Source: an optimization exercise on an open RTL-to-GDS flow (aim: small area). Production flows keep margins and buffers that such runs may drop. Function was checked by simulation only, so behaviour that the tests miss may differ from the original. No driver is modelled on the clock port, so clocking that relies on it looks cheaper here than on a real chip. Power is estimated from default activity; no workload was simulated.

## build 17
## generic_adder_tree
module generic_adder_tree #(
    parameter INPUT_COUNT = 32,
    parameter DATA_WIDTH  = 16
) (
    input clk,
    input rst_n,
    input [INPUT_COUNT-1:0] [DATA_WIDTH-1:0] i_data,
    output [$clog2(INPUT_COUNT)+DATA_WIDTH-1:0] o_sum
);
For scale: roughly 670 cells after synthesis, about 13000 µm² of cells after synthesis.
Settings: LEC_CHECK=0, CAP_MARGIN=20, CORE_AREA=2 2 253 84, DIE_AREA=0 0 255 86, GPL_TIMING_DRIVEN=1, PLACE_DENSITY=0.8, SETUP_SLACK_MARGIN=0.05, SLEW_MARGIN=20, SYNTH_HIERARCHICAL=1; clock period 4.0 ns.
standard.sh (not shown) runs the stock make flow with config.mk's settings and CLKGATE_MAP_FILE= SYNTH_SCRIPT=/design/flow/synth_recipe.tcl, a recipe that flattens the netlist after the stock synthesis.
==> flow/flow/run.sh <==
#!/bin/bash
# Standard ORFS layout (the standard.sh, standard synthesis unchanged) with:
#  - port buffers made from the smallest buffer cell, buf_1;
#  - a clock tree of clkbuf_4 without dummy balancing loads, whose buffers
#    that drive slow clock edges are then upsized (flow/fixclk.tcl).
set -o pipefail
export BUFFER_PORTS_ARGS="-buffer_cell sky130_fd_sc_hd__buf_1"
export CTS_ARGS="-sink_clustering_enable -repair_clock_nets -dont_use_dummy_load -wire_unit 20 -buf_list sky130_fd_sc_hd__clkbuf_4 -root_buf sky130_fd_sc_hd__clkbuf_4"
export POST_CTS_TCL="$PWD/flow/fixclk.tcl"
bash standard.sh > standard.log 2>&1
==> flow/flow/fixclk.tcl <==
# Upsize clock buffers whose sinks see a slow clock edge.
estimate_parasitics -placement
set_propagated_clock [all_clocks]
set changed 0
foreach inst [get_cells -filter "ref_name==sky130_fd_sc_hd__clkbuf_4"] {
  set out [get_pins -of $inst -filter "direction==output"]
  set mx 0
  foreach l [get_pins -of [get_nets -of $out] -filter "direction==input"] {
    set s [get_property $l slew_max]; if {$s > $mx} {set mx $s}
  }
  if {$mx > 0.100} {
    puts "upsizing [get_property $inst name] (sink slew $mx)"
    replace_cell $inst sky130_fd_sc_hd__clkbuf_8
    incr changed
  }
}
if {$changed} { detailed_placement; check_placement -verbose }
diff inputs: build 17 => build 29
- a change of DIE_AREA from 0 0 255 86 to 0 0 245 84
- a deleted GPL_TIMING_DRIVEN that had been 1
- a change of CORE_AREA from 2 2 253 84 to 2 2 243 82
- a change of PLACE_DENSITY from 0.8 to 0.86
Findings:
Going from build 17 to build 29, area growth from synthesis to final layout went down 0.16 points; setup slack went up 4.2 ps; count of buffer and inverter cells on the critical path held. Re worst clock skew on the final layout: build 29 is 4.5 ps up on build 17.
Changes in build 55 relative to build 29:
- DIE_AREA: 0 0 245 84 -> 0 0 255 86
- CORE_AREA: 2 2 243 82 -> 2 2 253 84
- PLACE_DENSITY: 0.86 -> 0.7
==> notes.md <==
- Build 55 vs. build 29: global routing met2 resource utilization fell by 6.8 points; die area rose by about 6.6%; total global routing track utilization fell by 3.3 points.
- From build 29 to build 55 the numbers moved as follows: design area shows no meaningful change; clock transition at the registers of the reported paths shows an increase of 20 ps; die outline width shows an increase of 4.1%.
[inputs] build 86 vs build 55
- PLACE_DENSITY: 0.7 -> 0.8
diff --git a/flow/flow/run.sh b/flow/flow/run.sh
--- a/flow/flow/run.sh
+++ b/flow/flow/run.sh
@@ -4,3 +4,4 @@
 #  - a clock tree of clkbuf_4 without dummy balancing loads, whose buffers
-#    that drive slow clock edges are then upsized (flow/fixclk.tcl).
+#    that drive slow clock edges are then upsized (flow/fixclk.tcl);
+#  - after global routing, non-critical cells downsized (RECOVER_POWER).
 set -o pipefail
@@ -8,2 +9,3 @@
 export CTS_ARGS="-sink_clustering_enable -repair_clock_nets -dont_use_dummy_load -wire_unit 20 -buf_list sky130_fd_sc_hd__clkbuf_4 -root_buf sky130_fd_sc_hd__clkbuf_4"
+export RECOVER_POWER=100
 export POST_CTS_TCL="$PWD/flow/fixclk.tcl"
--- outcome ---
Build 86 vs build 55 on register-to-register slack: build 86 is the lower one. Delta (build 86 minus build 55): number of maximum-capacitance violations comparable, share of power burned in the clock network now larger, fraction of area in registers comparable, synthesized cell count comparable. Taking build 55 as the reference, in build 86 remaining global-route overflow has remained practically unchanged, remaining max-slew budget at the tightest pin has decreased, global-route usage has decreased, area occupied by multi-input gates has remained practically unchanged, final hold slack has increased.

---

generic_adder_tree, a different RTL version from the one above (not shown whole).
For scale: about 710 cells after synthesis, roughly 190 flip-flops.
Settings: LEC_CHECK=0, CAP_MARGIN=20, CORE_MARGIN=2, CORE_UTILIZATION=40, SLEW_MARGIN=20, SYNTH_HIERARCHICAL=1; clock period 4.0 ns.
run.sh (not shown) runs the stock make flow with config.mk's settings and CLKGATE_MAP_FILE= SYNTH_SCRIPT=/design/flow/synth_recipe.tcl, a recipe that flattens the netlist after the stock synthesis.
Stock flow here: none of the scripts above is used.
The starting point completed with no timing, DRC or antenna violations.
Then changed:
==> flow/flow/run.sh (new file) <==
#!/bin/bash
# Standard ORFS layout, with the port buffers made from the smallest buffer cell.
set -o pipefail
cp standard.sh standard_copy.sh.txt
export BUFFER_PORTS_ARGS="-buffer_cell sky130_fd_sc_hd__buf_1"
bash standard.sh > standard.log 2>&1
==> flow/standard.sh (new file) <==
#!/bin/bash
# synth_recipe.tcl (not shown) runs the flow's synth.tcl, then flattens the netlist and writes it again
# the make line also repeats each setting of config.mk as NAME=value (left out here)
make -C /OpenROAD-flow-scripts/flow DESIGN_CONFIG=/design/flow/config.mk WORK_HOME=/design/flow/orfs CLKGATE_MAP_FILE= SYNTH_SCRIPT=/design/flow/synth_recipe.tcl "${@:-finish}"
removed: flow/run.sh
The new run went through all stages and came out clean.
Routed wire length went down by 17%.
Total power went down by 5.1%.
Final area falls by 16%.
Die area is unchanged.
Register-to-register slack is worse by 30 ps.
Worst hold slack loses 100 ps.
Via count went down by 2.7%.
Synthesized area does not change.
Clock skew hardly moves.
Utilization went down by 9.7 points.
First-iteration DRC count grows by 51%.

---

## before
generic_adder_tree, a different RTL version from the one above (not shown whole).
Size: about 670 cells after synthesis, ~540 I/O pins.
Design generic_adder_tree, start of the top module:
module generic_adder_tree #(
    parameter INPUT_COUNT = 32,
    parameter DATA_WIDTH  = 16
) (
    input clk,
    input rst_n,
    input [INPUT_COUNT-1:0] [DATA_WIDTH-1:0] i_data,
    output [$clog2(INPUT_COUNT)+DATA_WIDTH-1:0] o_sum
);
reg [50:0] r1;
reg [28:0] r2;
reg [20:0] r3;
reg [20:0] r4;
reg [20:0] r5;
reg [4:0] vld;
always @(posedge clk or negedge rst_n)
    if (!rst_n) vld <= 5'd0;
    else vld <= {vld[3:0], 1'b1};
wire s1, c2;
adt_fa u_s1 (.a(i_data[0][0]), .b(i_data[1][0]), .c(i_data[2][0]), .s(s1), .co(c2));
wire s3, c4;
adt_fa u_s3 (.a(i_data[3][0]), .b(i_data[4][0]), .c(i_data[5][0]), .s(s3), .co(c4));
wire s5, c6;
adt_fa u_s5 (.a(i_data[6][0]), .b(i_data[7][0]), .c(i_data[8][0]), .s(s5), .co(c6));
wire s7, c8;
adt_fa u_s7 (.a(i_data[9][0]), .b(i_data[10][0]), .c(i_data[11][0]), .s(s7), .co(c8));
wire s9, c10;
adt_fa u_s9 (.a(i_data[12][0]), .b(i_data[13][0]), .c(i_data[14][0]), .s(s9), .co(c10));
wire s11, c12;
  ...
clock: 4.0 ns
lec_check: 0
cap_margin: 20
core_area: 2 2 253 84
die_area: 0 0 255 86
place_density: 0.8
setup_slack_margin: 0.1
slew_margin: 20
synth_hierarchical: 1
standard.sh (not shown) runs the stock make flow with config.mk's settings and CLKGATE_MAP_FILE= SYNTH_SCRIPT=/design/flow/synth_recipe.tcl, a recipe that flattens the netlist after the stock synthesis.
==> flow/flow/run.sh <==
#!/bin/bash
# Standard ORFS layout (the standard.sh, standard synthesis unchanged) with:
#  - port buffers made from the smallest buffer cell, buf_1;
#  - a clock tree of clkbuf_4 without dummy balancing loads, whose buffers
#    that drive slow clock edges are then upsized (flow/fixclk.tcl).
set -o pipefail
export BUFFER_PORTS_ARGS="-buffer_cell sky130_fd_sc_hd__buf_1"
export CTS_ARGS="-sink_clustering_enable -repair_clock_nets -dont_use_dummy_load -wire_unit 20 -buf_list sky130_fd_sc_hd__clkbuf_4 -root_buf sky130_fd_sc_hd__clkbuf_4"
export POST_CTS_TCL="$PWD/flow/fixclk.tcl"
bash standard.sh > standard.log 2>&1
Scripts as last shown in full above: flow/flow/fixclk.tcl
before went all the way through the flow, and no timing, DRC or antenna check failed.
#### Input delta (after over before)
==> flow/flow/run.sh <==
#!/bin/bash
# Standard ORFS layout (the standard.sh, standard synthesis unchanged) with:
#  - port buffers made from the smallest buffer cell, buf_1;
#  - clock tree built from clkbuf_4 without dummy balancing loads.
set -o pipefail
export BUFFER_PORTS_ARGS="-buffer_cell sky130_fd_sc_hd__buf_1"
export CTS_ARGS="-sink_clustering_enable -repair_clock_nets -dont_use_dummy_load -buf_list sky130_fd_sc_hd__clkbuf_4 -root_buf sky130_fd_sc_hd__clkbuf_4"
bash standard.sh > standard.log 2>&1
--- a/flow/config.mk
+++ b/flow/config.mk
@@ -9,2 +9,2 @@
-export CORE_AREA = 2 2 253 84
-export DIE_AREA = 0 0 255 86
+export CORE_MARGIN = 2
+export CORE_UTILIZATION = 70
@@ -12 +11,0 @@
-export SETUP_SLACK_MARGIN = 0.1
removed: flow/flow/fixclk.tcl
Notes after the runs:
after | ERROR | I/O pin placement
There was hardly any difference in proportion of register bits with asynchronous set or reset after synthesis between before and after.
before → after: die width shows a reduction of about 45%, average instance area after synthesis shows no meaningful change, initial core utilization shows an increase of 5.9 points, cell row count shows an increase of 20, number of nets in the synthesized netlist shows no meaningful change.
Between before and after, the synthesized area figures differ only marginally.

## re-timing with driven ports
The flow's constraints put no driver on any port. The routed layouts listed below were extracted and timed again, unchanged, in two steps.
Step 1, drivers: a clkbuf_16 drives clk and a buf_2 each remaining input, both assumed.
Step 2 moves the port delays by t, midway between the first and last clock arrival at a register: inputs arrive t later, outputs are due t later. That takes back most of the time a late clock gives input paths.
Slacks: no drivers / after step 1 / after step 2; pairs: no drivers / after step 1.
run	t, ns	slack for setup (ns)	cell pins on the clock port's net
build 17	0.442	0.121 / 0.119 / -0.323	1
build 29	0.439	0.125 / 0.136 / -0.302	1
build 55	0.436	0.099 / 0.114 / -0.322	1
build 86	0.443	0.091 / 0.101 / -0.342	1
the first run of note 2	0.451	0.541 / 0.536 / 0.086	1
the second run of note 2	0.454	0.714 / 0.714 / 0.480	1
before	0.447	0.121 / 0.133 / -0.314	1
Met with ideal ports but missed after step 2: setup timing in 5 of these runs. The setup slack of the first run of note 2, which loses most, moves by -0.005 ns with the drivers and by -0.455 ns with both steps.
